From an optimization exercise on the open Yosys and OpenROAD flow, aimed at small area, a short achievable clock period and few clock cycles; shortcuts taken in it are not production practice.
RTL that was checked went through simulation tests only; none was proved equivalent to the original.
The RTL of runs 5 to 8 was laid out without a check of its function.
No activity file was given, so power comes from the tool's default toggle rates.

==> flow/design.v <==
`timescale 1ns / 1ps
module powlib_xbar_top(clk,rst,wrdatas,wraddrs,wrvlds,wrrdys,rddatas,rdaddrs,rdvlds,rdrdys);
  localparam                       B_WRS = 4;
  localparam                       B_RDS = 3;
  localparam                       B_AW  = 2;
  localparam                       B_DW  = 8;
  localparam                       B_NP  = B_WRS*(B_WRS-1)/2;
  input     wire                   clk;
  input     wire                   rst;
  input     wire [B_WRS*B_DW-1:0]  wrdatas;
  input     wire [B_WRS*B_AW-1:0]  wraddrs;
  input     wire [B_WRS-1:0]       wrvlds;
  output    wire [B_WRS-1:0]       wrrdys;
  output    wire [B_RDS*B_DW-1:0]  rddatas;
  output    wire [B_RDS*B_AW-1:0]  rdaddrs;
  output    wire [B_RDS-1:0]       rdvlds;
  input     wire [B_RDS-1:0]       rdrdys;
  reg  [B_RDS-1:0]      vld_q;            
  reg  [B_RDS*B_DW-1:0] dat_q;            
  reg                   a0_q;             
  reg  [B_NP-1:0]       pri_q;            
  wire [B_RDS-1:0]      req [0:B_WRS-1];  
  wire [B_RDS-1:0]      tk  [0:B_WRS-1];  
  wire [B_WRS-1:0]      tkr [0:B_RDS-1];  
  wire [B_RDS-1:0]      acc;              
  wire [B_RDS-1:0]      hold;             
  wire [B_WRS*B_WRS-1:0] pri;
  genvar i, j, k;
  for (k=0; k<B_WRS; k=k+1) begin : g_pk
    for (i=0; i<B_WRS; i=i+1) begin : g_pi
      if (k==i) begin : g_eq
        assign pri[k*B_WRS+i] = 1'b0;
      end else if (k<i) begin : g_lt
        assign pri[k*B_WRS+i] = pri_q[(k*(2*B_WRS-1-k))/2+i-k-1];
      end else begin : g_gt
        assign pri[k*B_WRS+i] = ~pri_q[(i*(2*B_WRS-1-i))/2+k-i-1];
      end
    end
  end
  always @(posedge clk) begin : p_pri
    integer pk, pi;
    for (pk=0; pk<B_WRS; pk=pk+1)
      for (pi=pk+1; pi<B_WRS; pi=pi+1)
        if (rst)
          pri_q[(pk*(2*B_WRS-1-pk))/2+pi-pk-1] <= 1'b1;
        else
          pri_q[(pk*(2*B_WRS-1-pk))/2+pi-pk-1] <= pri[((pk+B_WRS-1)%B_WRS)*B_WRS+((pi+B_WRS-1)%B_WRS)];
  end
  for (j=0; j<B_RDS; j=j+1) begin : g_acc
    assign acc[j]  = ~vld_q[j] | rdrdys[j];
    assign hold[j] = ~acc[j];
  end
  wire [B_RDS-1:0]      t   [0:B_WRS-1];
  for (i=0; i<B_WRS; i=i+1) begin : g_wr
    for (j=0; j<B_RDS; j=j+1) begin : g_rd
      wire             x;
      wire [B_WRS-2:0] m;
      powlib_xbar_xterm #(.J(j)) xterm_inst (
        .addr(wraddrs[i*B_AW+:B_AW]),.acc(acc[j]),.x(x));
      for (k=0; k<B_WRS-1; k=k+1) begin : g_o
        powlib_xbar_bterm #(.J(j)) bterm_inst (
          .vld(wrvlds[(i+1+k)%B_WRS]),.addr(wraddrs[((i+1+k)%B_WRS)*B_AW+:B_AW]),
          .pri(pri[((i+1+k)%B_WRS)*B_WRS+i]),.m(m[k]));
      end
      powlib_xbar_rterm rterm_inst (.x(x),.m(m),.t(t[i][j]));
      assign req[i][j] = wrvlds[i] & x;
      assign tk[i][j]  = wrvlds[i] & ~t[i][j];
      assign tkr[j][i] = tk[i][j];
    end
    assign wrrdys[i] = ~&t[i];
  end
  for (j=0; j<B_RDS; j=j+1) begin : g_rd
    wire [B_DW-1:0] d;
    powlib_xbar_dmux #(.W(B_DW)) dmux_inst (
      .sel({hold[j], tkr[j]}),
      .din({dat_q[j*B_DW+:B_DW], wrdatas}),
      .dout(d));
    always @(posedge clk) begin
      if (rst)
        vld_q[j] <= 1'b0;
      else
        vld_q[j] <= hold[j] | req[0][j] | req[1][j] | req[2][j] | req[3][j];
      dat_q[j*B_DW+:B_DW] <= d;
    end
    assign rddatas[j*B_DW+:B_DW] = dat_q[j*B_DW+:B_DW];
    assign rdvlds[j]             = vld_q[j];
  end
  always @(posedge clk) begin
    a0_q <= (tk[0][2] & wraddrs[0]) | (tk[1][2] & wraddrs[2]) |
            (tk[2][2] & wraddrs[4]) | (tk[3][2] & wraddrs[6]) | (hold[2] & a0_q);
  end
  assign rdaddrs = {1'b0, a0_q, 2'b10, 2'b11};
endmodule
module powlib_xbar_xterm(addr,acc,x);
  parameter         J = 0;
  input  wire [1:0] addr;
  input  wire       acc;
  output wire       x;
  wire              dec = (J==0) ? ( addr[1] &  addr[0]) :
                          (J==1) ? ( addr[1] & ~addr[0]) :
                                   (~addr[1]);
  assign x = dec & acc;
endmodule
module powlib_xbar_bterm(vld,addr,pri,m);
  parameter         J = 0;
  input  wire       vld;
  input  wire [1:0] addr;
  input  wire       pri;
  output wire       m;
  wire              dec = (J==0) ? ( addr[1] &  addr[0]) :
                          (J==1) ? ( addr[1] & ~addr[0]) :
                                   (~addr[1]);
  assign m = ~(vld & dec & pri);
endmodule
module powlib_xbar_rterm(x,m,t);
  input  wire       x;
  input  wire [2:0] m;
  output wire       t;
  assign t = ~(x & (&m));
endmodule
module powlib_xbar_dmux(sel,din,dout);
  parameter                W = 8;
  parameter                N = 5;
  input  wire [N-1:0]      sel;
  input  wire [N*W-1:0]    din;
  output wire [W-1:0]      dout;
  genvar b, n;
  for (b=0; b<W; b=b+1) begin : g_bit
    wire [N-1:0] t;
    for (n=0; n<N; n=n+1) begin : g_word
      assign t[n] = sel[n] & din[n*W+b];
    end
    assign dout[b] = |t;
  end
endmodule
==> flow/flow/run.sh <==
#!/bin/bash
# Standard layout, except that the port buffers are the smallest plain
# buffer (the resizer upsizes the ones on critical paths) instead of the
# delay buffer buffer_ports picks by default.
set -euo pipefail
export BUFFER_PORTS_ARGS="-buffer_cell sky130_fd_sc_hd__buf_1"
bash standard.sh > standard.log 2>&1
==> flow/standard.sh <==
#!/bin/bash
# synth_recipe.tcl (not shown) runs the flow's synth.tcl, then flattens the netlist and writes it again
# the make line also repeats each setting of config.mk as NAME=value (left out here)
make -C /OpenROAD-flow-scripts/flow DESIGN_CONFIG=/design/flow/config.mk WORK_HOME=/design/flow/orfs CLKGATE_MAP_FILE= SYNTH_SCRIPT=/design/flow/synth_recipe.tcl "${@:-finish}"
==> flow/config.mk <==
export PLATFORM = sky130hd
export DESIGN_NAME = powlib_xbar_top
export DESIGN_NICKNAME = powlib_xbar_top
export VERILOG_FILES = /design/flow/design.v
export SDC_FILE = /design/flow/constraint.sdc
export NUM_CORES = 4
export LEC_CHECK = 0
export CAP_MARGIN = 20
export CORE_MARGIN = 2
export CORE_UTILIZATION = 40
export CTS_BUF_LIST = sky130_fd_sc_hd__clkbuf_4
export CTS_CLUSTER_DIAMETER = 100
export CTS_CLUSTER_SIZE = 40
export SETUP_SLACK_MARGIN = 1.5
export SLEW_MARGIN = 20
export SYNTH_HIERARCHICAL = 1
export SYNTH_MINIMUM_KEEP_SIZE = 0
==> flow/constraint.sdc <==
create_clock -name core_clock -period 3.6 [get_ports {clk}]
set_input_delay 0.7200 -clock core_clock [delete_from_list [all_inputs] [get_ports {clk}]]
set_output_delay 0.7200 -clock core_clock [all_outputs]
set_load 0.01 [all_outputs]
==> results of run 1 <==
how the worst max path moves through the flow:
stage,startpoint,end,depth (start not counted)
2_1_floorplan,rdrdys[2],wrrdys[0],5
3_3_place_gp,rdrdys[2],wrrdys[0],7
3_5_place_dp,rdrdys[2],wrrdys[0],7
4_1_cts,rdrdys[1],wrrdys[0],6
5_1_grt,rdrdys[0],wrrdys[0],6
6_report,rdrdys[1],wrrdys[0],6
cell families (layout without fill, tap and decap cells):
| group | Yosys count | in the layout | synth area share |
|---|---|---|---|
| AND/OR/NAND/NOR | 110 | 110 | 0.348 |
| AO/OA/AOI/OAI | 59 | 59 | 0.245 |
| flip-flops | 34 | 34 | 0.332 |
| buffers and inverters | 27 | 111 | 0.0714 |
| other | 2 | 5 | 0.00366 |
layout make-up:
class	instances	area, um2	area share
Clock buffer	5	37.5	0.0142
Clock inverter	2	33.8	0.0128
Inverter	9	33.8	0.0128
Multi-Input combinational cell	174	1290	0.489
Sequential cell	34	681	0.258
Tap cell	70	87.6	0.0332
Timing Repair Buffer	95	474	0.180
stage by stage:
stage          area [um2]  setup WS (ns)
5_1_grt              2640           1.31
6_report             2640           1.34
4_1_cts              2600           1.38
3_5_place_dp         2340          0.833
3_3_place_gp         2340          0.855
2_1_floorplan        2060           1.52
power groups by stage:
stage / registers, mW / clock network, mW / logic, mW
after floorplan: 0.464 / 0 / 0.122
after global routing: 0.448 / 0.296 / 0.299
after CTS: 0.443 / 0.279 / 0.264
final: 0.444 / 0.276 / 0.275
after detailed placement: 0.451 / 0 / 0.238
after global placement: 0.451 / 0 / 0.237
worst max-delay path, cell delays in order:
cell and delay, ns:
buf_1 0.07, nand2b_4 0.15, and3b_2 0.22, nand4_1 0.13
nand3_1 0.09, buf_2 0.15
layer usage:
layer  global-route usage  up-vias  part of all wire
met5                    0        -                 0
met4               0.0838        0             0.018
met3               0.0767       15              0.10
met2                0.383      165              0.47
met1                0.369     1159              0.41
li1                     -     1108                 -
per-module statistics from Yosys (local to each module, per instance), excerpt:
module,times used,flops+latches,cell area (um2)
powlib_xbar_top,1,34,1010
powlib_xbar_rterm,12,0,6.26
sequential cells by signal, summed over array words and instances, names as in the netlist:
signal / count
a0_q: 1
vld_q: 3
dat_q: 24
pri_q: 6
cells in the mapped netlist (all sizes together):
library cell	count
nand3b	12
or2	3
nand4b	12
a22oi	30
clkbuf	9
and3b	4
nand2	25
a221oi	1
dfxtp	34
nand2b	5
nor2b	17
buf	9
a31oi	2
nand3	4
conb	2
nand4	24
a21oi	1
inv	9
and3	4
a222oi	25
layout by cell type (no fill, tap or decap), types with 3 or more instances in the layout:
master	count
buf_2	4
nor2b_1	6
nor2b_2	5
conb_1	5
nand3b_1	12
nand2_1	25
nand2b_1	3
and3_4	3
nand4_1	24
a22oi_1	30
nand4b_1	12
clkbuf_4	6
nor2b_4	6
and3b_1	3
buf_4	25
a222oi_1	25
dfxtp_1	34
inv_1	8
nand3_1	3
or2_1	3
buf_1	63
timing repair:
action / 4_1_cts / 5_1_grt
hold endpoints to repair: 0 / 0
pin swaps: 15 / 7
hold buffers: 0 / 0
gates resized for setup: 37 / 9
buffers inserted: 14 / 1
endpoints found under the setup margin: 29 / 20
==> results_dict.tcl, run 1 <==
set metrics [dict create \
    max_freq_mhz 443 \
    drtIter0Drc 456 \
    numCtsBuffers 5 \
    synth_warnings 7 \
    period_needed_ns 2.26 \
    wl_per_cell_um 19.2 \
    portBuffers 80 \
    start_kind "input pin" \
    sw_frac_of_total 0.324 \
    clockBufferDepth 2 \
    hold_path_class "flip-flop to flip-flop" \
    final.period_utilization 0.627 \
    syn_area_per_cell_um2 8.83 \
    io_pins 86 \
    r2r_end "dat_q[8]" \
    grt_pass1_vias 2183 \
    combPwrFrac 0.276 \
    synth.ff_latch_count 34 \
    power_density_nw_per_um2 377 \
    yosysTopAreaCellShare 0.332 \
    rrSetupSlack_ns 1.68 \
    die_h_um 75.6 \
    arrival_ns 1.54 \
    grt.overflow.total 0 \
    via_count 2447 \
    n_antenna_cell 0 \
    timing.rr.start "pri_q[5]" \
    htreeDepth 2 \
    area_delta_synth_final_pct 28.7 \
    die_area_um2 5710 \
    hold_viol 0 \
    utilization 0.526 \
    antenna_left 0 \
    viasPerCell 6.29 \
    finalWeightedCongestion 0.853 \
    dr.pass1.iters 6 \
    grtUsageTotal 0.261 \
    drv_slew 0 \
    core-area_um2 5010 \
    p_clk_frac 0.277 \
    tightest_slew_ns 0.902 \
    p_leak_nw 1.08 \
    syn_inst 232 \
    drc_errors 0 \
    cts.sinks 34 \
    yosysTopAreaCell "dfxtp_1" \
    power.internal_uw 673 \
    setup_viol 0 \
    grt_setup_unrepaired "yes" \
    rr_worst_depth 7 \
    synth_area_leaders "dfxtp_1 (33%), a222oi_1 (12%), a22oi_1 (11%)" \
    grt_max_degree 16 \
    maxCapViolations 0 \
    crit_path_max_fanout 6 \
    rows 26 \
    end_kind "output port" \
    stdcell_count 389 \
    placedCellCount 367 \
    holdCritStartpoint "pri_q[5]" \
    clk_latency_ns 0.35 \
    cp.required_ns 2.88 \
    die_width_um 75.6 \
    grt_pass1_wl_mm 11.1 \
    wirelength_mm 7.49 \
    syn_area_um2 2050 \
    yosysUniqueCellTypes 22 \
    fin_hold_ws_ns 0.465 \
    start_util 0.409 \
    nFillCells 521 \
    ir_drop_mv 0.200 \
    path_clk_slew_ns 0.10 \
    cts_root_buffer "clkbuf_4" \
    hold-path-endpoint "pri_q[2]" \
    drive_gt1_frac 0.179 \
    min_path_cells 1 \
    power_uw 995 \
    antenna_found_initial 0 \
    critical_path_class "input pin to output port" \
    p_sw_uw 322 \
    p_seq_frac 0.446 \
    max_slew_margin 0.397 \
    tns_ns 0 \
    nNetsFinal 368 \
    cts_tree "yes" \
    finClkSkew_ns 0.00783 \
    yosysSeqAreaShare 0.332 \
    dp_hpwl_mm 4.83 \
    status "complete, no violations" \
]
Testbench counts, summed over its fixed seeds: cycles 4,878.
==> run 2, diff against run 1 <==
--- a/flow/config.mk
+++ b/flow/config.mk
@@ -12,5 +12,5 @@
 export CTS_CLUSTER_DIAMETER = 100
 export CTS_CLUSTER_SIZE = 40
-export SETUP_SLACK_MARGIN = 1.5
+export SETUP_SLACK_MARGIN = 1.3
 export SLEW_MARGIN = 20
 export SYNTH_HIERARCHICAL = 1
==> run 2 against run 1 <==
Still clean on timing, DRC and antenna. Synthesized cell count unchanged. Global-route usage down 1.8 points. Count of clock-buffer cells in the layout unchanged. First-iteration DRC count down 31%. Hold slack worse by 0.0056 ns. Sequential share of layout area up 1.5 points. Synthesized area unchanged. Maximum frequency down 0.72%. Sequential power about the same. Critical endpoint is now wrrdys[3].
==> results_dict.tcl, run 2 <==
set metrics [dict create \
    status "complete, no violations" \
    sw_frac_of_total 0.348 \
    power_density_nw_per_um2 364 \
    grt.overflow.total 0 \
    grt_pass1_wl_mm 10.4 \
    numCtsBuffers 5 \
    start_util 0.409 \
    n_antenna_cell 0 \
    end_kind "output port" \
    final_area_um2 2500 \
    rrSetupSlack_ns 1.58 \
    setup_viol 0 \
    wirelength_mm 7.05 \
    synth.ff_latch_count 34 \
    clk_latency_ns 0.34 \
    critPathLaunch "rdrdys[2]" \
    ys.flop_type "dfxtp_1" \
    yosysMostFrequentCell "dfxtp_1" \
    io_pins 86 \
    hold_path_class "flip-flop to flip-flop" \
    p_clk_frac 0.232 \
    die_width_um 75.6 \
    synth_warnings 7 \
    crit_path_end "wrrdys[3]" \
    synth_area_leaders "dfxtp_1 (33%), a222oi_1 (12%), a22oi_1 (11%)" \
    yosysTopAreaCellShare 0.332 \
    syn_inst 232 \
    syn_area_um2 2050 \
    area_delta_synth_final_pct 21.9 \
    wl_per_cell_um 18.5 \
    yosysUniqueCellTypes 22 \
    grt_pass1_vias 2045 \
    placedCellCount 368 \
    p_seq_frac 0.489 \
    die_h_um 75.6 \
    multiInputGateArea_um2 1260 \
    antenna_found_initial 0 \
    dr.pass1.iters 7 \
    antenna_left 0 \
    p_leak_nw 1.01 \
    drtIter0Drc 313 \
    power.internal_uw 592 \
    final_cell_mix "buf_1 (64), dfxtp_1 (33), a22oi_1 (30)" \
    hold_viol 0 \
    async_flop_share 0 \
    final_common_cell "buf_1" \
    stdcell_count 381 \
    seq_area_um2 682 \
    syn_area_per_cell_um2 8.83 \
    portBuffers 80 \
    nNetsFinal 359 \
    tightest_slew_ns 0.876 \
    start_kind "input pin" \
    cts.sinks 34 \
    dp_hpwl_mm 4.92 \
    die_area_um2 5710 \
    cts_root_buffer "clkbuf_4" \
    yosysTopAreaCell "dfxtp_1" \
    yosysSeqAreaShare 0.332 \
    drv_slew 0 \
    top_register "dat_q" \
    timing.rr.start "vld_q[2]" \
    grt_max_degree 16 \
    via_count 2368 \
    clockBufferDepth 2 \
    combPwrFrac 0.279 \
    arrival_ns 1.55 \
    maxCapViolations 0 \
    path_clk_slew_ns 0.11 \
    final.period_utilization 0.631 \
    drc_errors 0 \
    rows 26 \
    r2r_end "dat_q[22]" \
    crit_path_max_fanout 4 \
    largest_reg_flops 24 \
    synth_edf_count 0 \
    finalWeightedCongestion 0.882 \
    synthTopCellsByCount "dfxtp_1 (34), a22oi_1 (30), a222oi_1 (25), nand2_1 (25), nand4_1 (24)" \
    p_sw_uw 316 \
    cts_tree "yes" \
    drive_gt1_frac 0.135 \
    rr_worst_depth 8 \
    grtUsageTotal 0.243 \
    max_slew_margin 0.415 \
    ir_drop_mv 0.139 \
    viasPerCell 6.22 \
    htreeDepth 2 \
    period_needed_ns 2.27 \
    placed_cell_area_um2 2340 \
    core-area_um2 5010 \
    max_freq_mhz 440 \
    cp.required_ns 2.88 \
    grt_setup_unrepaired "yes" \
    finClkSkew_ns 0.00651 \
    nFillCells 507 \
    critical_path_class "input pin to output port" \
    tns_ns 0 \
    top_regs "dat_q: 24 flops, pri_q: 6 flops, vld_q: 3 flops" \
]
-- run 2: how the worst min path moves through the flow --
| stage | startpoint | to | slack, ns | depth (start not counted) |
|---|---|---|---|---|
| 3_3_place_gp | pri_q[4] | pri_q[1] | 0.43 | 1 |
| 5_1_grt | pri_q[4] | pri_q[1] | 0.48 | 1 |
| 4_1_cts | pri_q[4] | pri_q[1] | 0.46 | 1 |
| 2_1_floorplan | pri_q[2] | pri_q[0] | 0.41 | 1 |
| 3_5_place_dp | pri_q[4] | pri_q[1] | 0.43 | 1 |
| 6_report | pri_q[4] | pri_q[1] | 0.46 | 1 |
-- run 2: layout make-up --
| class | count | area share |
|---|---|---|
| inverter | 9 | 0.0145 |
| clock buffer | 5 | 0.0150 |
| clock inverter | 3 | 0.00651 |
| multi-input combinational | 174 | 0.507 |
| sequential | 34 | 0.273 |
| timing repair buffer | 86 | 0.149 |
| tap | 70 | 0.0351 |
-- run 2: per-module statistics from Yosys, one instance, submodules excluded, a selection --
module / cells inside / area, um2 / times used
powlib_xbar_rterm: 1 / 6.26 / 12
powlib_xbar_top: 88 / 1010 / 1
-- run 2: kinds of logic after synthesis --
group | share of synthesized area
buffers and inverters | 0.0714
other | 0.00366
flip-flops | 0.332
AND/OR/NAND/NOR | 0.348
AO/OA/AOI/OAI | 0.245
-- run 2: per-layer routing --
metal | wire, um | GRT usage | up-vias
met3 | 643 | 0.0423 | 10
met4 | 59 | 0.0897 | 0
met1 | 3020 | 0.336 | 1118
li1 | - | - | 1093
met2 | 3320 | 0.378 | 147
met5 | 0 | 0 | -
-- run 2: stage by stage --
step	utilization	setup WS [ns]	power, mW	hold WS, ns
global route	0.499	1.28	0.965	0.476
global placement	0.468	1.02	0.687	0.432
CTS	0.487	1.29	0.908	0.460
finish	0.499	1.33	0.908	0.459
floorplan	-	1.46	0.586	0.408
detailed placement	0.468	1.03	0.687	0.432
-- run 2: critical path, stage by stage --
cell and delay [ns]:
buf_1 0.07, nor2b_1 0.04, buf_4 0.14, inv_4 0.06
nor2b_4 0.15, nand4_1 0.13, nand3_1 0.11, buf_2 0.13
-- run 2: what timing repair did --
item                       4_1_cts  5_1_grt
setup endpoints to repair        4        4
hold buffers                     0        0
pin swaps                        2        6
resized for setup               19       11
setup buffers                    2        3
cloned                           0        0
-- run 2: power by group through the flow --
stage | logic (mW) | clock network (mW) | registers [mW]
CTS | 0.243 | 0.222 | 0.443
global route | 0.278 | 0.237 | 0.449
global placement | 0.235 | 0 | 0.452
finish | 0.254 | 0.210 | 0.444
detailed placement | 0.236 | 0 | 0.451
floorplan | 0.122 | 0 | 0.464
==> run 3, diff against run 2 <==
--- a/flow/config.mk
+++ b/flow/config.mk
@@ -8,9 +8,9 @@
 export CAP_MARGIN = 20
 export CORE_MARGIN = 2
-export CORE_UTILIZATION = 40
+export CORE_UTILIZATION = 48
 export CTS_BUF_LIST = sky130_fd_sc_hd__clkbuf_4
 export CTS_CLUSTER_DIAMETER = 100
 export CTS_CLUSTER_SIZE = 40
-export SETUP_SLACK_MARGIN = 1.3
+export SETUP_SLACK_MARGIN = 1.35
 export SLEW_MARGIN = 20
 export SYNTH_HIERARCHICAL = 1
==> run 3 against run 2 <==
Still clean. Combinational power rose by 2%. Synthesized area did not move. Register-to-register slack got worse by 0.03 ns. Count of clock-buffer cells in the layout up 1. Die area shrank 16%. Highest routed layer unchanged.
==> results_dict.tcl, run 3 <==
set metrics [dict create \
    synth_edf_count 0 \
    dr.pass1.iters 8 \
    gr-usage-met1 0.389 \
    grt.overflow.total 0 \
    path_clk_slew_ns 0.10 \
    use_met2 0.446 \
    start_util 0.505 \
    top_register "dat_q" \
    hold_path_class "flip-flop to flip-flop" \
    placedCellCount 348 \
    synth.ff_latch_count 34 \
    grt.met3_usage 0.0727 \
    grtUsageTotal 0.286 \
    synth_warnings 7 \
    power_density_nw_per_um2 366 \
    portBuffers 80 \
    final.period_utilization 0.631 \
    end_kind "output port" \
    antenna_left 0 \
    cts.sinks 34 \
    cts_tree "yes" \
    top_regs "dat_q: 24 flops, pri_q: 6 flops, vld_q: 3 flops" \
    ir_drop_mv 0.180 \
    yosysTopAreaCellShare 0.332 \
    start_kind "input pin" \
    cpPeakStageDelay_ns 0.15 \
    arrival_ns 1.55 \
    crit_path_max_fanout 4 \
    synth_area_leaders "dfxtp_1 (33%), a222oi_1 (12%), a22oi_1 (11%)" \
    setup_viol 0 \
    maxCapViolations 0 \
    critical_path_class "input pin to output port" \
    drtIter0Drc 322 \
    n_antenna_cell 0 \
    async_flop_share 0 \
    grt_setup_unrepaired "yes" \
    numCtsBuffers 5 \
    grt_pass1_vias 2253 \
    final_common_cell "buf_1" \
    preCtsSetupSlack_ns 1.01 \
    die_h_um 69.3 \
    largest_reg_flops 24 \
    utilization 0.616 \
    grt_max_degree 16 \
    grt_pass1_wl_mm 11.1 \
    yosysUniqueCellTypes 22 \
    stdcell_count 364 \
    hold_viol 0 \
    crit_chain "buf_1 -> nor2b_1 -> buf_6 -> inv_4 -> nor2b_4 -> nand4_1 -> nand3_1 -> buf_2" \
    syn_area_um2 2050 \
    fin_hold_ws_ns 0.470 \
    yosysTopAreaCell "dfxtp_1" \
    syn_inst 232 \
    htreeDepth 2 \
    io_pins 86 \
    power_uw 916 \
    syn_area_per_cell_um2 8.83 \
    hold_buffers 0 \
    period_needed_ns 2.27 \
    cp_slowest_cell "buf_2" \
    yosysSeqAreaShare 0.332 \
    clk_latency_ns 0.33 \
    cp.required_ns 2.88 \
    p_leak_nw 1.03 \
    via_count 2382 \
    max_slew_margin 0.429 \
    placed_cell_area_um2 2320 \
    dp_hpwl_mm 4.84 \
    fin_ws_ns 1.33 \
    die_area_um2 4810 \
    rows 23 \
    wirelength_mm 7.08 \
    area_delta_synth_final_pct 21.9 \
    max_freq_mhz 440 \
    drive_gt1_frac 0.140 \
    antenna_found_initial 0 \
    die_width_um 69.3 \
    cts_root_buffer "clkbuf_4" \
    tns_ns 0 \
    final_cell_mix "buf_1 (64), dfxtp_1 (34), a22oi_1 (30)" \
    finalWeightedCongestion 0.850 \
    wl_per_cell_um 19.4 \
    top_usage_layer "met2" \
    finClkSkew_ns 0.00821 \
    drc_errors 0 \
    tightest_slew_ns 0.855 \
    status "complete, no violations" \
    core-area_um2 4060 \
    drv_slew 0 \
    yosysMostFrequentCell "dfxtp_1" \
    final_area_um2 2500 \
    synthTopCellsByCount "dfxtp_1 (34), a22oi_1 (30), a222oi_1 (25), nand2_1 (25), nand4_1 (24)" \
    viasPerCell 6.54 \
    nNetsFinal 363 \
    clockBufferDepth 2 \
    ys.flop_type "dfxtp_1" \
]
-- run 3: cell counts after synthesis --
No cell type changed its count.
-- run 3: cell families (layout without fill, tap and decap cells) --
kind of cell    after synthesis  after routing  synth area share
simple gates                110            110             0.348
compound gates               59             59             0.245
flops                        34             34             0.332
buf+inv                      27            106            0.0714
other cells                   2              5           0.00366
-- run 3: layer usage --
| metal | up-vias | wire [um] |
|---|---|---|
| met2 | 177 | 3330 |
| met5 | - | 0 |
| met1 | 1093 | 2830 |
| met3 | 15 | 826 |
| li1 | 1097 | - |
| met4 | 0 | 88 |
-- run 3: path summary, 6_finish.rpt --
| check | from | to | slack [ns] | cells past startpoint |
|---|---|---|---|---|
| worst max register to register | pri_q[5] | dat_q[0] | 1.55 | 8 |
| worst min register to register | pri_q[4] | pri_q[1] | 0.47 | 1 |
| worst min-delay path | pri_q[4] | pri_q[1] | 0.47 | 1 |
| worst max-delay path | rdrdys[2] | wrrdys[3] | 1.33 | 8 |
-- run 3: timing repair --
item	4_1_cts	5_1_grt
resized for setup	25	5
buffers inserted	6	3
pin swaps	7	4
cloned	0	0
endpoints found under the setup margin	4	13
endpoints found under the hold margin	0	0
-- run 3: power by group --
part	internal [mW]	switching [mW]	total (mW)	leakage [nW]
clock	0.0805	0.132	0.212	0.0278
sequential	0.418	0.0272	0.445	0.283
combinational	0.105	0.154	0.259	0.716
total	0.603	0.313	0.916	1.03
-- run 3: worst max-delay path: cells and delay by family --
kind          cells  cell delay [ns]
buf+inv           4             0.39
simple gates      4             0.45
-- run 3: per-module statistics from Yosys (local to each module, per instance), excerpt --
module | cells inside | cell area (um2) | copies in the design
powlib_xbar_top | 88 | 1010 | 1
powlib_xbar_rterm | 1 | 6.26 | 12
-- run 3: layout make-up --
type                    count  area (um2)
fillers                   381        1560
inverters                   9        36.3
multi-input cells         174        1260
clock buffers               6        45.0
repair buffers             90         409
well taps                  50        62.6
flip-flops and latches     34         681
clock inverters             1        7.51
==> run 4, diff against run 3 <==
==> flow/flow/run.sh (replaced) <==
#!/bin/bash
# Standard layout, except that the port buffers are the smallest plain
# buffer (the resizer upsizes the ones on critical paths) instead of the
# delay buffer buffer_ports picks by default, and that after timing repair
# at global routing the resizer downsizes gates on paths with slack to spare.
set -euo pipefail
export BUFFER_PORTS_ARGS="-buffer_cell sky130_fd_sc_hd__buf_1"
export RECOVER_POWER=100
bash standard.sh > standard.log 2>&1
--- a/flow/config.mk
+++ b/flow/config.mk
@@ -8,9 +8,9 @@
 export CAP_MARGIN = 20
 export CORE_MARGIN = 2
-export CORE_UTILIZATION = 48
+export CORE_UTILIZATION = 40
 export CTS_BUF_LIST = sky130_fd_sc_hd__clkbuf_4
 export CTS_CLUSTER_DIAMETER = 100
 export CTS_CLUSTER_SIZE = 40
-export SETUP_SLACK_MARGIN = 1.35
+export SETUP_SLACK_MARGIN = 1.4
 export SLEW_MARGIN = 20
 export SYNTH_HIERARCHICAL = 1
==> run 4 against run 3 <==
Still clean on timing, DRC and antenna. Clock skew is 0.0017 ns lower. Sequential share of layout area is 0.21 points higher. Register-to-register slack worse by 0.25 ns. Non-clock buffer count is 1 lower. Core utilization is 12 points lower. Worst setup slack worse by 0.21 ns. Largest cell class unchanged. Highest routed layer unchanged.
==> results_dict.tcl, run 4 <==
set metrics [dict create \
    max_freq_mhz 402 \
    start_kind "input pin" \
    syn_area_per_cell_um2 8.83 \
    ir_drop_mv 0.134 \
    nFillCells 513 \
    max_slew_margin 0.423 \
    power_density_nw_per_um2 365 \
    wl_per_cell_um 18.5 \
    p_leak_nw 0.977 \
    grt.overflow.total 0 \
    final.period_utilization 0.690 \
    grt_setup_unrepaired "yes" \
    top_regs "dat_q: 24 flops, pri_q: 6 flops, vld_q: 3 flops" \
    placedCellCount 368 \
    core-area_um2 5010 \
    hold_viol 0 \
    die_h_um 75.6 \
    ys.flop_type "dfxtp_1" \
    nNetsFinal 362 \
    grt_pass1_vias 2053 \
    finalWeightedCongestion 0.882 \
    hold-path-endpoint "pri_q[1]" \
    rrSetupSlack_ns 1.30 \
    numCtsBuffers 5 \
    arrival_ns 1.76 \
    yosysTopAreaCell "dfxtp_1" \
    hold_path_class "flip-flop to flip-flop" \
    status "complete, no violations" \
    async_flop_share 0 \
    io_pins 86 \
    cp.required_ns 2.88 \
    top_register "dat_q" \
    cts.sinks 34 \
    yosysTopAreaCellShare 0.332 \
    r2r_end "a0_q" \
    final_cell_mix "buf_1 (62), dfxtp_1 (34), a22oi_1 (30)" \
    antenna_found_initial 0 \
    period_needed_ns 2.48 \
    wirelength_mm 7.09 \
    timing.rr.start "vld_q[2]" \
    rr_worst_depth 9 \
    hold_buffers 0 \
    maxCapViolations 0 \
    path_clk_slew_ns 0.11 \
    preCtsSetupSlack_ns 1.03 \
    fin_ws_ns 1.12 \
    drtIter0Drc 372 \
    synth_area_leaders "dfxtp_1 (33%), a222oi_1 (12%), a22oi_1 (11%)" \
    cts_tree "yes" \
    dp_hpwl_mm 4.92 \
    syn_area_um2 2050 \
    finClkSkew_ns 0.00647 \
    dr.pass1.iters 6 \
    die_width_um 75.6 \
    end_kind "output port" \
    viasPerCell 6.18 \
    placed_cell_area_um2 2340 \
    n_antenna_cell 0 \
    syn_inst 232 \
    die_area_um2 5710 \
    critical_path_class "input pin to output port" \
    synth_edf_count 0 \
    via_count 2375 \
    tns_ns 0 \
    setup_viol 0 \
    final_common_cell "buf_1" \
    largest_reg_flops 24 \
    start_util 0.409 \
    synth.ff_latch_count 34 \
    yosysSeqAreaShare 0.332 \
    cts_root_buffer "clkbuf_4" \
    antenna_left 0 \
    htreeDepth 2 \
    grtUsageTotal 0.243 \
    crit_path_max_fanout 4 \
    yosysMostFrequentCell "dfxtp_1" \
    tightest_slew_ns 0.863 \
    final_area_um2 2480 \
    stdcell_count 384 \
    grt_max_degree 16 \
    clockBufferDepth 2 \
    drc_errors 0 \
    synth_warnings 7 \
    min_path_cells 1 \
    yosysUniqueCellTypes 22 \
    grt_pass1_wl_mm 10.4 \
    area_delta_synth_final_pct 21.0 \
    synthTopCellsByCount "dfxtp_1 (34), a22oi_1 (30), a222oi_1 (25), nand2_1 (25), nand4_1 (24)" \
    drive_gt1_frac 0.115 \
    clk_latency_ns 0.34 \
    holdCritStartpoint "pri_q[4]" \
    rows 26 \
    portBuffers 80 \
    drv_slew 0 \
]
## run 4: cell counts after synthesis
No cell type changed its count.
## run 4: per-layer routing
layer  global-route usage  up-vias  routed length [um]
met5                    0        -                   0
met4               0.0897        0                  55
met3               0.0423        6                 675
met2                0.380      137                3370
met1                0.336     1136                2990
li1                     -     1096                   -
## run 4: repair_timing
action                                  in CTS  in global routing
pin swaps                                    8                  8
gates resized for setup                     24                 17
endpoints found under the setup margin       5                  8
hold endpoints to repair                     0                  0
setup buffers                                4                  4
## run 4: area by class of cell
class | count | area, um2 | area share
Timing Repair Buffer | 89 | 410 | 0.165
Clock inverter | 3 | 16.3 | 0.00656
Sequential cell | 34 | 681 | 0.274
Inverter | 9 | 35.0 | 0.0141
Tap cell | 70 | 87.6 | 0.0353
Clock buffer | 5 | 37.5 | 0.0151
Multi-Input combinational cell | 174 | 1210 | 0.489
## run 4: stage by stage
stage	hold WS [ns]	util	power (mW)
6_report	0.458	0.495	0.905
5_1_grt	0.476	0.495	0.960
4_1_cts	0.460	0.494	0.913
3_5_place_dp	0.432	0.468	0.687
3_3_place_gp	0.432	0.468	0.687
2_1_floorplan	0.408	-	0.586
## run 4: kinds of logic (layout without fill, tap and decap cells)
kind of cell | after synthesis | count (layout) | share of synthesized area
compound gates | 59 | 59 | 0.245
buf+inv | 27 | 106 | 0.0714
flops | 34 | 34 | 0.332
other cells | 2 | 5 | 0.00366
simple gates | 110 | 110 | 0.348
## run 4: modules after synthesis, one instance, submodules excluded, a selection
module,times used,cell area [um2],cells inside,flip-flops and latches
powlib_xbar_top,1,1010,88,34
powlib_xbar_rterm,12,6.26,1,0
## run 4: critical path: stages
cell and delay, ns:
buf_6 0.09, nor2b_2 0.09, clkbuf_1 0.17, clkinvlp_2 0.18
nor2b_1 0.19, nand4_1 0.10, nand3_1 0.09, clkbuf_1 0.13
## run 4: where the power goes
group          leakage (nW)  internal [mW]  total (mW)  switching [mW]
Combinational         0.665         0.0994       0.250           0.151
Clock                0.0286         0.0726       0.211           0.139
Sequential            0.283          0.418       0.443          0.0256
## run 4: worst max-delay path by stage
stage,end,depth (start not counted),from
after floorplan,wrrdys[0],5,rdrdys[2]
after global placement,wrrdys[2],5,wraddrs[5]
after detailed placement,dat_q[6],6,wraddrs[7]
after CTS,wrrdys[0],8,rdrdys[2]
after global routing,wrrdys[3],8,rdrdys[2]
final,wrrdys[3],8,rdrdys[2]
==> run 5, diff against run 4 <==
--- a/flow/design.v
+++ b/flow/design.v
@@ -23,5 +23,4 @@
   wire [B_RDS-1:0]      tk  [0:B_WRS-1];  
   wire [B_WRS-1:0]      tkr [0:B_RDS-1];  
-  wire [B_RDS-1:0]      acc;              
   wire [B_RDS-1:0]      hold;             
   wire [B_WRS*B_WRS-1:0] pri;
@@ -47,7 +46,6 @@
           pri_q[(pk*(2*B_WRS-1-pk))/2+pi-pk-1] <= pri[((pk+B_WRS-1)%B_WRS)*B_WRS+((pi+B_WRS-1)%B_WRS)];
   end
-  for (j=0; j<B_RDS; j=j+1) begin : g_acc
-    assign acc[j]  = ~vld_q[j] | rdrdys[j];
-    assign hold[j] = ~acc[j];
+  for (j=0; j<B_RDS; j=j+1) begin : g_hold
+    assign hold[j] = vld_q[j] & ~rdrdys[j];
   end
   wire [B_RDS-1:0]      t   [0:B_WRS-1];
@@ -57,5 +55,5 @@
       wire [B_WRS-2:0] m;
       powlib_xbar_xterm #(.J(j)) xterm_inst (
-        .addr(wraddrs[i*B_AW+:B_AW]),.acc(acc[j]),.x(x));
+        .addr(wraddrs[i*B_AW+:B_AW]),.vld(vld_q[j]),.rdy(rdrdys[j]),.x(x));
       for (k=0; k<B_WRS-1; k=k+1) begin : g_o
         powlib_xbar_bterm #(.J(j)) bterm_inst (
@@ -92,13 +90,14 @@
   assign rdaddrs = {1'b0, a0_q, 2'b10, 2'b11};
 endmodule
-module powlib_xbar_xterm(addr,acc,x);
+module powlib_xbar_xterm(addr,vld,rdy,x);
   parameter         J = 0;
   input  wire [1:0] addr;
-  input  wire       acc;
+  input  wire       vld;    
+  input  wire       rdy;    
   output wire       x;
   wire              dec = (J==0) ? ( addr[1] &  addr[0]) :
                           (J==1) ? ( addr[1] & ~addr[0]) :
                                    (~addr[1]);
-  assign x = dec & acc;
+  assign x = dec & (~vld | rdy);
 endmodule
 module powlib_xbar_bterm(vld,addr,pri,m);
==> flow/flow/run.sh (replaced) <==
#!/bin/bash
# Standard layout, except that the port buffers are the smallest plain
# buffer (the resizer upsizes the ones on critical paths) instead of the
# delay buffer buffer_ports picks by default.
set -euo pipefail
export BUFFER_PORTS_ARGS="-buffer_cell sky130_fd_sc_hd__buf_1"
bash standard.sh > standard.log 2>&1
--- a/flow/config.mk
+++ b/flow/config.mk
@@ -9,7 +9,4 @@
 export CORE_MARGIN = 2
 export CORE_UTILIZATION = 40
-export CTS_BUF_LIST = sky130_fd_sc_hd__clkbuf_4
-export CTS_CLUSTER_DIAMETER = 100
-export CTS_CLUSTER_SIZE = 40
 export SETUP_SLACK_MARGIN = 1.4
 export SLEW_MARGIN = 20
==> run 5 against run 4 <==
Clock power is 73% higher. Hold slack worse by 0.0085 ns. Routed wire length increased by 5.5%. Still clean on timing, DRC and antenna. Largest cell class unchanged. Critical path type unchanged.
==> results_dict.tcl, run 5 <==
set metrics [dict create \
    status "complete, no violations" \
    p_leak_nw 1.05 \
    end_kind "output port" \
    die_h_um 77.2 \
    maxCapViolations 0 \
    start_util 0.417 \
    p_clk_frac 0.335 \
    sw_frac_of_total 0.308 \
    grt_max_degree 16 \
    yosysSeqAreaShare 0.318 \
    start_kind "input pin" \
    preCtsSetupSlack_ns 1.01 \
    tns_ns 0 \
    clockBufferDepth 2 \
    fin_ws_ns 1.39 \
    top_regs "dat_q: 24 flops, pri_q: 6 flops, vld_q: 3 flops" \
    max_slew_margin 0.387 \
    async_flop_share 0 \
    wl_per_cell_um 19.1 \
    placedCellCount 380 \
    numCtsBuffers 5 \
    area_delta_synth_final_pct 26.2 \
    cts_tree "yes" \
    htreeDepth 2 \
    die_area_um2 5960 \
    grt_pass1_wl_mm 11.8 \
    hold_buffers 0 \
    portBuffers 80 \
    wirelength_mm 7.48 \
    syn_area_um2 2140 \
    power_density_nw_per_um2 402 \
    drv_slew 0 \
    stdcell_count 391 \
    crit_path_max_fanout 12 \
    die_width_um 77.2 \
    yosysTopAreaCell "dfxtp_1" \
    path_clk_slew_ns 0.06 \
    setup_viol 0 \
    p_sw_uw 335 \
    rows 26 \
    grt.overflow.total 0 \
    largest_reg_flops 24 \
    dr.pass1.iters 5 \
    final.period_utilization 0.613 \
    hold_viol 0 \
    grt_setup_unrepaired "yes" \
    core-area_um2 5140 \
    drtIter0Drc 254 \
    yosysTopAreaCellShare 0.318 \
    power_mw 1.09 \
    n_antenna_cell 0 \
    cts_root_buffer "clkbuf_8" \
    syn_area_per_cell_um2 8.75 \
    yosysUniqueCellTypes 21 \
    p_seq_frac 0.414 \
    combPwrFrac 0.251 \
    final_cell_mix "buf_1 (61), dfxtp_1 (34), nand2_1 (29)" \
    period_needed_ns 2.21 \
    clk_latency_ns 0.29 \
    nNetsFinal 370 \
    synth_warnings 7 \
    finalWeightedCongestion 0.922 \
    drive_gt1_frac 0.153 \
    final_common_cell "buf_1" \
    ys.flop_type "dfxtp_1" \
    hold_path_class "flip-flop to flip-flop" \
    synth_edf_count 0 \
    tightest_slew_ns 0.918 \
    max_freq_mhz 453 \
    cts.sinks 34 \
    finClkSkew_ns 0.00778 \
    via_count 2422 \
    arrival_ns 1.49 \
    top_register "dat_q" \
    power.internal_uw 752 \
    io_pins 86 \
    synthTopCellsByCount "dfxtp_1 (34), nand2_1 (29), a22oi_1 (28)" \
    fin_hold_ws_ns 0.450 \
    viasPerCell 6.19 \
    dp_hpwl_mm 5.10 \
    synth.ff_latch_count 34 \
    antenna_found_initial 0 \
    grtUsageTotal 0.247 \
    synth_area_leaders "dfxtp_1 (32%), a222oi_1 (12%), a22oi_1 (9.8%)" \
    grt_pass1_vias 2285 \
    nFillCells 533 \
    syn_inst 245 \
    ir_drop_mv 0.174 \
    drc_errors 0 \
    critical_path_class "input pin to output port" \
    cp.required_ns 2.88 \
    yosysMostFrequentCell "dfxtp_1" \
    antenna_left 0 \
]
-- run 5: final timing paths --
| kind | from | slack (ns) | to | cells after the start |
|---|---|---|---|---|
| worst max-delay path | wraddrs[7] | 1.39 | wrrdys[3] | 5 |
| worst min-delay path | pri_q[5] | 0.45 | pri_q[2] | 1 |
| worst max register to register | vld_q[2] | 1.71 | a0_q | 6 |
| worst min register to register | pri_q[5] | 0.45 | pri_q[2] | 1 |
-- run 5: cells by family after synthesis --
logic type	count (synthesis)	synth area share
buffers and inverters	32	0.0771
other	2	0.00350
AOI/OAI and AO/OA	67	0.267
DFF	34	0.318
and+or+nand+nor	110	0.335
-- run 5: cell type report --
cell class	count	area [um2]	share of cell area
Clock buffer	6	82.6	0.0305
Clock inverter	1	30.0	0.0111
Inverter	14	52.6	0.0194
Multi-Input combinational cell	182	1340	0.496
Sequential cell	34	681	0.252
Tap cell	70	87.6	0.0324
Timing Repair Buffer	84	430	0.159
-- run 5: per-stage QoR --
step                 util  area [um2]
global route        0.526        2710
global placement    0.473        2430
finish              0.526        2710
floorplan               -        2150
detailed placement  0.473        2430
CTS                 0.512        2630
-- run 5: modules after synthesis (local to each module, per instance), excerpt --
| module | area (um2) | cells | flip-flops and latches | copies in the design |
|---|---|---|---|---|
| powlib_xbar_rterm | 6.26 | 1 | 0 | 12 |
| powlib_xbar_top | 1000 | 85 | 34 | 1 |
-- run 5: power groups by stage --
stage	clock network [mW]	logic, mW	registers, mW
4_1_cts	0.370	0.258	0.449
3_3_place_gp	0	0.245	0.457
3_5_place_dp	0	0.245	0.457
5_1_grt	0.386	0.297	0.455
2_1_floorplan	0	0.128	0.468
6_report	0.364	0.273	0.450
-- run 5: worst max-delay path, stage by stage --
cell and delay (ns):
buf_4 0.16, nor3b_4 0.22, nand4_1 0.14, nand3_1 0.11, buf_2 0.13
-- run 5: timing repair --
action / 4_1_cts / 5_1_grt
resized for setup: 35 / 14
setup endpoints to repair: 12 / 12
setup buffers: 2 / 2
pin swaps: 7 / 10
-- run 5: per-layer routing --
metal,vias up,GRT usage,share of wire
met2,172,0.387,0.46
met5,-,0,0
met1,1112,0.331,0.42
met3,18,0.0506,0.10
li1,1120,-,-
met4,0,0.0964,0.018
==> run 6, diff against run 5 <==
--- a/flow/config.mk
+++ b/flow/config.mk
@@ -9,5 +9,5 @@
 export CORE_MARGIN = 2
 export CORE_UTILIZATION = 40
-export SETUP_SLACK_MARGIN = 1.4
+export SETUP_SLACK_MARGIN = 1.2
 export SLEW_MARGIN = 20
 export SYNTH_HIERARCHICAL = 1
==> run 6 against run 5 <==
Non-clock buffer count shrank 4. Total power is 2.0% lower. Clock skew about the same. Critical endpoint is now wrrdys[1]. Highest routed layer unchanged. Routed wire length down 2.0%.
==> results_dict.tcl, run 6 <==
set metrics [dict create \
    antenna_left 0 \
    ir_drop_mv 0.172 \
    hold_viol 0 \
    nNetsFinal 366 \
    htreeDepth 2 \
    core-area_um2 5140 \
    top_register "dat_q" \
    yosysTopAreaCell "dfxtp_1" \
    portBuffers 80 \
    max_slew_margin 0.371 \
    io_pins 86 \
    utilization 0.502 \
    yosysTopAreaCellShare 0.318 \
    preCtsSetupSlack_ns 1.01 \
    yosysMostFrequentCell "dfxtp_1" \
    syn_inst 245 \
    p_leak_nw 0.985 \
    die_width_um 77.2 \
    cts.sinks 34 \
    finClkSkew_ns 0.00768 \
    numCtsBuffers 5 \
    wl_per_cell_um 18.9 \
    synth_edf_count 0 \
    synthTopCellsByCount "dfxtp_1 (34), nand2_1 (29), a22oi_1 (28)" \
    async_flop_share 0 \
    rrSetupSlack_ns 1.68 \
    clockBufferDepth 2 \
    synth_area_leaders "dfxtp_1 (32%), a222oi_1 (12%), a22oi_1 (9.8%)" \
    cp_slowest_cell "nor3b_4" \
    path_clk_slew_ns 0.06 \
    grt.overflow.total 0 \
    die_h_um 77.2 \
    clk_latency_ns 0.29 \
    placed_cell_area_um2 2430 \
    hold_buffers 0 \
    power_mw 1.06 \
    crit_path_max_fanout 5 \
    yosysUniqueCellTypes 21 \
    wirelength_mm 7.33 \
    antenna_found_initial 0 \
    path_delay_family "simple AND/OR/NAND/NOR gates" \
    arrival_ns 1.62 \
    rr_worst_depth 6 \
    drc_errors 0 \
    end_kind "output port" \
    grtUsageTotal 0.244 \
    setup_viol 0 \
    crit_chain "clkbuf_4 -> nor2b_4 -> nor3b_4 -> nand4_1 -> nand3_1 -> buf_1" \
    final_area_um2 2580 \
    fin_ws_ns 1.26 \
    via_count 2359 \
    ys.flop_type "dfxtp_1" \
    grt_setup_unrepaired "yes" \
    dp_hpwl_mm 5.10 \
    area_delta_synth_final_pct 20.5 \
    final_cell_mix "buf_1 (66), dfxtp_1 (34), nand2_1 (29)" \
    cts_root_buffer "clkbuf_8" \
    syn_area_um2 2140 \
    viasPerCell 6.10 \
    grt_max_degree 16 \
    top_regs "dat_q: 24 flops, pri_q: 6 flops, vld_q: 3 flops" \
    max_freq_mhz 428 \
    die_area_um2 5960 \
    hold_path_class "flip-flop to flip-flop" \
    power_density_nw_per_um2 412 \
    critical_path_class "input pin to output port" \
    dr.pass1.iters 7 \
    rows 26 \
    synth.ff_latch_count 34 \
    finalWeightedCongestion 0.922 \
    crit_path_end "wrrdys[1]" \
    syn_area_per_cell_um2 8.75 \
    crit_cells 6 \
    drv_slew 0 \
    final.period_utilization 0.649 \
    grt_pass1_vias 2249 \
    r2r_end "dat_q[11]" \
    cp.required_ns 2.88 \
    synth_warnings 7 \
    tns_ns 0 \
    largest_reg_flops 24 \
    postCtsSetupRepairBufs 0 \
    cp_num_buf_inv 2 \
    final_common_cell "buf_1" \
    holdCritStartpoint "pri_q[5]" \
    cts_tree "yes" \
    start_util 0.417 \
    start_kind "input pin" \
    critPathLaunch "rdrdys[1]" \
    timing.rr.start "vld_q[1]" \
    status "complete, no violations" \
    cpPeakStageDelay_ns 0.20 \
    maxCapViolations 0 \
    drtIter0Drc 290 \
    tightest_slew_ns 0.941 \
    n_antenna_cell 0 \
    grt_pass1_wl_mm 11.6 \
    drive_gt1_frac 0.120 \
    period_needed_ns 2.34 \
    yosysSeqAreaShare 0.318 \
]
-- run 6: how the worst min path moves through the flow --
stage | to | depth (start not counted) | slack (ns)
after floorplan | pri_q[0] | 1 | 0.41
after global placement | pri_q[2] | 1 | 0.43
after detailed placement | pri_q[2] | 1 | 0.44
after CTS | pri_q[2] | 1 | 0.45
after global routing | pri_q[2] | 1 | 0.48
final | pri_q[2] | 1 | 0.45
-- run 6: what timing repair did --
action | CTS | global route
gates resized for setup | 12 | 8
pin swaps | 0 | 1
setup endpoints to repair | 4 | 3
-- run 6: modules after synthesis (local to each module, per instance), excerpt --
module             cell area [um2]  times used
powlib_xbar_rterm             6.26          12
powlib_xbar_top               1000           1
-- run 6: kinds of logic (layout without fill, tap and decap cells) --
group,count (synthesis),after routing,synth area share
buf+inv,32,101,0.0771
flops,34,34,0.318
compound gates,67,67,0.267
other cells,2,5,0.00350
simple gates,110,110,0.335
-- run 6: per-layer routing --
layer | vias to the layer above | routed length, um | part of all wire | GRT usage
li1 | 1111 | - | - | -
met4 | 0 | 150 | 0.020 | 0.0946
met1 | 1070 | 3140 | 0.43 | 0.331
met3 | 18 | 744 | 0.10 | 0.0529
met5 | - | 0 | 0 | 0
met2 | 160 | 3290 | 0.45 | 0.378
-- run 6: per-stage QoR --
stage | hold slack, ns | std cells
floorplan | 0.408 | 248
global placement | 0.429 | 380
detailed placement | 0.437 | 380
CTS | 0.453 | 387
global route | 0.476 | 387
finish | 0.450 | 387
-- run 6: final cells by class --
cell class / count / area [um2]
Clock inverter: 1 / 30.0
Timing Repair Buffer: 80 / 328
Sequential cell: 34 / 681
Clock buffer: 6 / 82.6
Multi-Input combinational cell: 182 / 1320
Tap cell: 70 / 87.6
Fill cell: 545 / 2560
Inverter: 14 / 52.6
-- run 6: report_power, final --
group | total (mW) | internal (mW) | switching [mW]
logic | 0.253 | 0.0960 | 0.157
registers | 0.450 | 0.418 | 0.0317
clock network | 0.362 | 0.222 | 0.141
==> run 7, diff against run 6 <==
--- a/flow/config.mk
+++ b/flow/config.mk
@@ -9,5 +9,8 @@
 export CORE_MARGIN = 2
 export CORE_UTILIZATION = 40
-export SETUP_SLACK_MARGIN = 1.2
+export CTS_BUF_LIST = sky130_fd_sc_hd__clkbuf_4
+export CTS_CLUSTER_DIAMETER = 100
+export CTS_CLUSTER_SIZE = 40
+export SETUP_SLACK_MARGIN = 1.45
 export SLEW_MARGIN = 20
 export SYNTH_HIERARCHICAL = 1
==> run 7 against run 6 <==
Still clean. Core utilization rose by 4.3 points. Hold slack improved by 0.013 ns. Clock power fell by 24%. Total power fell by 4.3%. Non-clock buffer count rose by 17. Via count rose by 7.4%. Critical path depth did not move. Routed wire length rose by 7.7%. Maximum frequency rose by 4.4%. Synthesized cell count did not move. Final cell count rose by 4.4%. Highest routed layer unchanged.
==> results_dict.tcl, run 7 <==
set metrics [dict create \
    status "complete, no violations" \
    final.period_utilization 0.622 \
    fin_ws_ns 1.36 \
    cp_num_buf_inv 3 \
    numCtsBuffers 5 \
    setup_viol 0 \
    area_delta_synth_final_pct 30.8 \
    final_area_um2 2800 \
    antenna_left 0 \
    finClkSkew_ns 0.0143 \
    grt.overflow.total 0 \
    preCtsSetupSlack_ns 1.01 \
    timing.rr.start "vld_q[0]" \
    cp.required_ns 2.88 \
    arrival_ns 1.52 \
    grt_setup_unrepaired "yes" \
    hold-path-endpoint "pri_q[2]" \
    portBuffers 80 \
    yosysMostFrequentCell "dfxtp_1" \
    start_kind "input pin" \
    cp_slowest_cell "a21oi_2" \
    seq_area_um2 683 \
    crit_chain "buf_6 -> inv_1 -> a21oi_2 -> nand4_1 -> nand3_1 -> buf_2" \
    yosysTopAreaCellShare 0.318 \
    end_kind "output port" \
    fin_hold_ws_ns 0.463 \
    path_delay_family "simple AND/OR/NAND/NOR gates" \
    power.internal_uw 686 \
    viasPerCell 6.27 \
    nFillCells 518 \
    grtUsageTotal 0.253 \
    synth_warnings 7 \
    cts_tree "yes" \
    path_clk_slew_ns 0.09 \
    syn_area_per_cell_um2 8.75 \
    critPathLaunch "rdrdys[2]" \
    grt_pass1_vias 2345 \
    critical_path_class "input pin to output port" \
    p_leak_nw 1.10 \
    core-area_um2 5140 \
    wirelength_mm 7.90 \
    grt_max_degree 16 \
    start_util 0.417 \
    p_clk_frac 0.269 \
    top_register "dat_q" \
    ir_drop_mv 0.170 \
    syn_area_um2 2140 \
    combPwrFrac 0.290 \
    stdcell_count 404 \
    placedCellCount 380 \
    die_h_um 77.2 \
    cts_root_buffer "clkbuf_4" \
    r2r_end "dat_q[4]" \
    yosysUniqueCellTypes 21 \
    hold_viol 0 \
    n_antenna_cell 0 \
    io_pins 86 \
    die_area_um2 5960 \
    final_cell_mix "buf_1 (61), dfxtp_1 (32), nand2_1 (29)" \
    async_flop_share 0 \
    drv_slew 0 \
    rrSetupSlack_ns 1.58 \
    power_density_nw_per_um2 363 \
    drtIter0Drc 395 \
    ys.flop_type "dfxtp_1" \
    synth_edf_count 0 \
    p_seq_frac 0.442 \
    grt_pass1_wl_mm 12.0 \
    via_count 2534 \
    rr_worst_depth 9 \
    hold_path_class "flip-flop to flip-flop" \
    period_needed_ns 2.24 \
    placed_cell_area_um2 2430 \
    yosysSeqAreaShare 0.318 \
    synthTopCellsByCount "dfxtp_1 (34), nand2_1 (29), a22oi_1 (28)" \
    crit_path_max_fanout 5 \
    drive_gt1_frac 0.201 \
    htreeDepth 2 \
    antenna_found_initial 0 \
    sw_frac_of_total 0.326 \
    tns_ns 0 \
    max_slew_margin 0.368 \
    syn_inst 245 \
    die_width_um 77.2 \
    hold_buffers 0 \
    synth_area_leaders "dfxtp_1 (32%), a222oi_1 (12%), a22oi_1 (9.8%)" \
    yosysTopAreaCell "dfxtp_1" \
    cpPeakStageDelay_ns 0.22 \
    holdCritStartpoint "pri_q[5]" \
    drc_errors 0 \
    cts.sinks 34 \
    clockBufferDepth 2 \
    multiInputGateArea_um2 1350 \
    final_common_cell "buf_1" \
    synth.ff_latch_count 34 \
    rows 26 \
    finalWeightedCongestion 0.922 \
    dr.pass1.iters 6 \
    p_sw_uw 332 \
    dp_hpwl_mm 5.10 \
    max_freq_mhz 447 \
    clk_latency_ns 0.35 \
    nNetsFinal 383 \
    maxCapViolations 0 \
    largest_reg_flops 24 \
    top_regs "dat_q: 24 flops, pri_q: 6 flops, vld_q: 3 flops" \
    wl_per_cell_um 19.5 \
    min_path_cells 1 \
    tightest_slew_ns 0.946 \
]
run 7: worst max-delay path by stage:
| stage | to | cells after the start | slack, ns |
|---|---|---|---|
| floorplan | wrrdys[1] | 4 | 1.69 |
| global placement | wrrdys[1] | 5 | 0.94 |
| detailed placement | wrrdys[1] | 5 | 1.01 |
| CTS | wrrdys[1] | 6 | 1.41 |
| global route | wrrdys[1] | 6 | 1.32 |
| finish | wrrdys[3] | 6 | 1.36 |
run 7: per-layer routing:
layer  vias up  GRT usage  part of all wire
met5         -          0                 0
met1      1147      0.337              0.41
met3        31     0.0576              0.10
met4         0      0.104             0.034
li1       1149          -                 -
met2       207      0.394              0.46
run 7: per-module statistics from Yosys, one instance, submodules excluded, excerpt:
module	copies in the design	flip-flops and latches	area [um2]
powlib_xbar_rterm	12	0	6.26
powlib_xbar_top	1	34	1000
run 7: power groups by stage:
stage	registers [mW]	clock network, mW	logic [mW]
final	0.450	0.274	0.295
after global routing	0.455	0.298	0.319
after CTS	0.449	0.281	0.276
after detailed placement	0.457	0	0.245
after global placement	0.457	0	0.245
after floorplan	0.468	0	0.128
run 7: what timing repair did:
item	in CTS	in global routing
endpoints found under the setup margin	12	21
pin swaps	20	13
setup buffers	13	4
gates resized for setup	49	15
hold endpoints to repair	0	0
run 7: cell families (layout without fill, tap and decap cells):
group / after synthesis / after routing / synth area share
AOI/OAI and AO/OA: 67 / 67 / 0.267
and+or+nand+nor: 110 / 110 / 0.335
DFF: 34 / 34 / 0.318
other: 2 / 5 / 0.00350
buffers and inverters: 32 / 118 / 0.0771
run 7: area by class of cell:
cell class                 instances  share of cell area
sequential                        34               0.244
clock inverter                     2              0.0120
inverter                          14              0.0187
multi-input combinational        182               0.481
clock buffer                       5              0.0134
timing repair buffer              97               0.200
tap                               70              0.0312
run 7: worst register-to-register path, stage by stage (launching register included):
cell	delay, ns
dfxtp_1	0.42
a21oi_2	0.24
nand4_1	0.17
buf_4	0.17
buf_4	0.12
buf_4	0.12
buf_4	0.12
nor2b_2	0.35
a22oi_1	0.15
nand2_1	0.11
run 7: through the flow:
step                       util  power [mW]
after floorplan               -       0.596
after global placement    0.473       0.701
final                     0.546        1.02
after global routing      0.546        1.07
after CTS                 0.530        1.01
after detailed placement  0.473       0.702
==> run 8, diff against run 7 <==
--- a/flow/config.mk
+++ b/flow/config.mk
@@ -12,5 +12,5 @@
 export CTS_CLUSTER_DIAMETER = 100
 export CTS_CLUSTER_SIZE = 40
-export SETUP_SLACK_MARGIN = 1.45
+export SETUP_SLACK_MARGIN = 1.3
 export SLEW_MARGIN = 20
 export SYNTH_HIERARCHICAL = 1
==> run 8 against run 7 <==
First-iteration DRC count shrank 24%. Still clean on timing, DRC and antenna. Maximum frequency shrank 0.59%. Core utilization shrank 4.2 points. Highest routed layer unchanged. Synthesized cell count is the same. Clock skew shrank 0.0025 ns. Sequential share of layout area grew 1.9 points. Global-route usage shrank 0.62 points. Critical path type unchanged.
==> results_dict.tcl, run 8 <==
set metrics [dict create \
    final_cell_mix "buf_1 (62), dfxtp_1 (34), nand2_1 (29)" \
    top_regs "dat_q: 24 flops, pri_q: 6 flops, vld_q: 3 flops" \
    cts_tree "yes" \
    top_register "dat_q" \
    antenna_left 0 \
    grt_max_degree 16 \
    drive_gt1_frac 0.132 \
    arrival_ns 1.53 \
    synth_xor_area_frac 0 \
    yosysTopAreaCell "dfxtp_1" \
    nNetsFinal 366 \
    p_sw_uw 324 \
    utilization 0.504 \
    rows 26 \
    grt.overflow.total 0 \
    syn_inst 245 \
    ys.flop_type "dfxtp_1" \
    area_delta_synth_final_pct 20.8 \
    fin_hold_ws_ns 0.455 \
    syn_area_um2 2140 \
    setup_viol 0 \
    p_seq_frac 0.457 \
    clk_latency_ns 0.35 \
    crit_cells 6 \
    drc_errors 0 \
    dp_hpwl_mm 5.10 \
    clockBufferDepth 2 \
    p_leak_nw 0.992 \
    p_clk_frac 0.278 \
    cpPeakStageDelay_ns 0.18 \
    die_area_um2 5960 \
    end_kind "output port" \
    max_slew_margin 0.383 \
    drv_slew 0 \
    min_path_cells 1 \
    ir_drop_mv 0.171 \
    synthAdderAreaFrac 0 \
    hold_buffers 0 \
    grtUsageTotal 0.247 \
    final_common_cell "buf_1" \
    critPathLaunch "wraddrs[4]" \
    hold_path_class "flip-flop to flip-flop" \
    placed_cell_area_um2 2430 \
    core-area_um2 5140 \
    crit_path_end "wrrdys[2]" \
    finalWeightedCongestion 0.922 \
    die_h_um 77.2 \
    antenna_found_initial 0 \
    synth_top_family_by_area "simple AND/OR/NAND/NOR gates" \
    maxCapViolations 0 \
    largest_reg_flops 24 \
    period_needed_ns 2.25 \
    sw_frac_of_total 0.329 \
    grt_pass1_wl_mm 11.7 \
    synth_area_leaders "dfxtp_1 (32%), a222oi_1 (12%), a22oi_1 (9.8%)" \
    cts.sinks 34 \
    synth_mux_area_frac 0 \
    die_width_um 77.2 \
    grt_pass1_vias 2266 \
    start_util 0.417 \
    synthTopCellsByCount "dfxtp_1 (34), nand2_1 (29), a22oi_1 (28)" \
    combPwrFrac 0.265 \
    synth_edf_count 0 \
    preCtsSetupSlack_ns 1.01 \
    yosysUniqueCellTypes 21 \
    critical_path_class "input pin to output port" \
    path_delay_family "simple AND/OR/NAND/NOR gates" \
    final.period_utilization 0.625 \
    async_flop_share 0 \
    postCtsSetupRepairBufs 0 \
    power.internal_uw 660 \
    viasPerCell 6.13 \
    finClkSkew_ns 0.0118 \
    via_count 2371 \
    dr.pass1.iters 6 \
    r2r_end "dat_q[15]" \
    yosysMostFrequentCell "dfxtp_1" \
    synth_compound_area_frac 0.267 \
    tns_ns 0 \
    syn_area_per_cell_um2 8.75 \
    grt_setup_unrepaired "yes" \
    portBuffers 80 \
    cp.required_ns 2.88 \
    hold_viol 0 \
    synth_warnings 7 \
    synth.ff_latch_count 34 \
    wl_per_cell_um 19.0 \
    final_area_um2 2590 \
    start_kind "input pin" \
    max_freq_mhz 444 \
    rrSetupSlack_ns 1.70 \
    n_antenna_cell 0 \
    synth_simple_gate_area_frac 0.335 \
    crit_chain "clkbuf_4 -> nand2_1 -> a21oi_2 -> nand4_1 -> nand3_1 -> buf_1" \
    timing.rr.start "vld_q[1]" \
    rr_worst_depth 6 \
    status "complete, no violations" \
    drtIter0Drc 299 \
    wirelength_mm 7.36 \
    tightest_slew_ns 0.923 \
    fin_ws_ns 1.35 \
    io_pins 86 \
    htreeDepth 2 \
    numCtsBuffers 5 \
    cts_root_buffer "clkbuf_4" \
    path_clk_slew_ns 0.09 \
    cp_num_buf_inv 2 \
    cp_slowest_cell "clkbuf_4" \
    crit_path_max_fanout 9 \
    power_density_nw_per_um2 380 \
    nFillCells 540 \
    yosysSeqAreaShare 0.318 \
    yosysTopAreaCellShare 0.318 \
]
==> run 8: metal layers <==
layer | vias up | share of wire | global-route usage
met5 | - | 0 | 0
met4 | 0 | 0.015 | 0.0893
met3 | 11 | 0.11 | 0.0541
met2 | 165 | 0.46 | 0.386
met1 | 1085 | 0.41 | 0.334
li1 | 1110 | - | -
==> run 8: how the worst min path moves through the flow <==
stage               startpoint        to
floorplan             pri_q[2]  pri_q[0]
global placement      pri_q[5]  pri_q[2]
detailed placement    pri_q[5]  pri_q[2]
CTS                   pri_q[5]  pri_q[2]
global route          pri_q[5]  pri_q[2]
finish                pri_q[5]  pri_q[2]
==> run 8: Yosys stat by module (local to each module, per instance), excerpt <==
module	area [um2]	times used
powlib_xbar_top	1000	1
powlib_xbar_rterm	6.26	12
==> run 8: cell families after synthesis <==
group,count (synthesis)
AND/OR/NAND/NOR,110
other,2
flip-flops,34
AO/OA/AOI/OAI,67
buffers and inverters,32
==> run 8: timing repair <==
item                                   in CTS  in global routing
pin swaps                                   1                  5
resized for setup                          22                 16
cloned                                      0                  0
setup endpoints to repair                   4                  4
endpoints found under the hold margin       0                  0
==> run 8: layout make-up <==
cell class              instances  area (um2)  area share
inverters                      14        52.6      0.0203
multi-input cells             182        1330       0.515
clock inverters                 2        33.8      0.0130
well taps                      70        87.6      0.0338
repair buffers                 80         364       0.141
flip-flops and latches         34         681       0.263
clock buffers                   5        37.5      0.0145
==> run 8: worst reg2reg max path: stages (launching register included) <==
cell and delay [ns]:
dfxtp_1 0.36, nor2b_4 0.15, nor3b_4 0.19, nand4_1 0.15, nor2b_1 0.71, a222oi_1 0.20
nand2_1 0.10
==> run 8: power groups by stage <==
| stage | clock network, mW | logic, mW | registers (mW) |
|---|---|---|---|
| floorplan | 0 | 0.128 | 0.468 |
| global placement | 0 | 0.245 | 0.457 |
| detailed placement | 0 | 0.245 | 0.457 |
| CTS | 0.281 | 0.252 | 0.449 |
| global route | 0.298 | 0.284 | 0.455 |
| finish | 0.274 | 0.260 | 0.449 |
==> run 8: metrics by stage <==
stage	instances	power [mW]
floorplan	248	0.596
global placement	380	0.701
detailed placement	380	0.702
CTS	387	0.981
global route	387	1.04
finish	387	0.984

## re-timing with driven ports
No port has a modelled driver above. Below, the same layouts with a new extraction and two added sets of constraints. Step 1 assumes that a clkbuf_16 drives the clock port and a buf_2 every other input. Step 2 adds t to the input delays and takes it off the output delays; t is the mean of the earliest and latest rising clock arrival at the registers after step 1. Input paths then give back, and output paths get back, about the clock's delay inside the block. Slacks: ideal / step 1 / step 2; pairs: ideal / step 1.
run	t, ns	setup WS [ns]	pins driven straight from the clock port
run 1	0.371	1.345 / 1.323 / 1.168	1
run 2	0.358	1.328 / 1.302 / 1.186	1
run 3	0.354	1.328 / 1.307 / 1.085	1
run 4	0.363	1.115 / 1.081 / 0.920	1
run 5	0.313	1.393 / 1.343 / 1.241	1
run 6	0.314	1.264 / 1.238 / 1.186	1
run 7	0.367	1.362 / 1.316 / 1.100	1
run 8	0.369	1.349 / 1.327 / 1.255	1
After both steps every run listed still meets setup and hold. For run 7, which loses most, drivers alone change the setup slack by -0.046 ns; drivers and shift together by -0.262 ns.
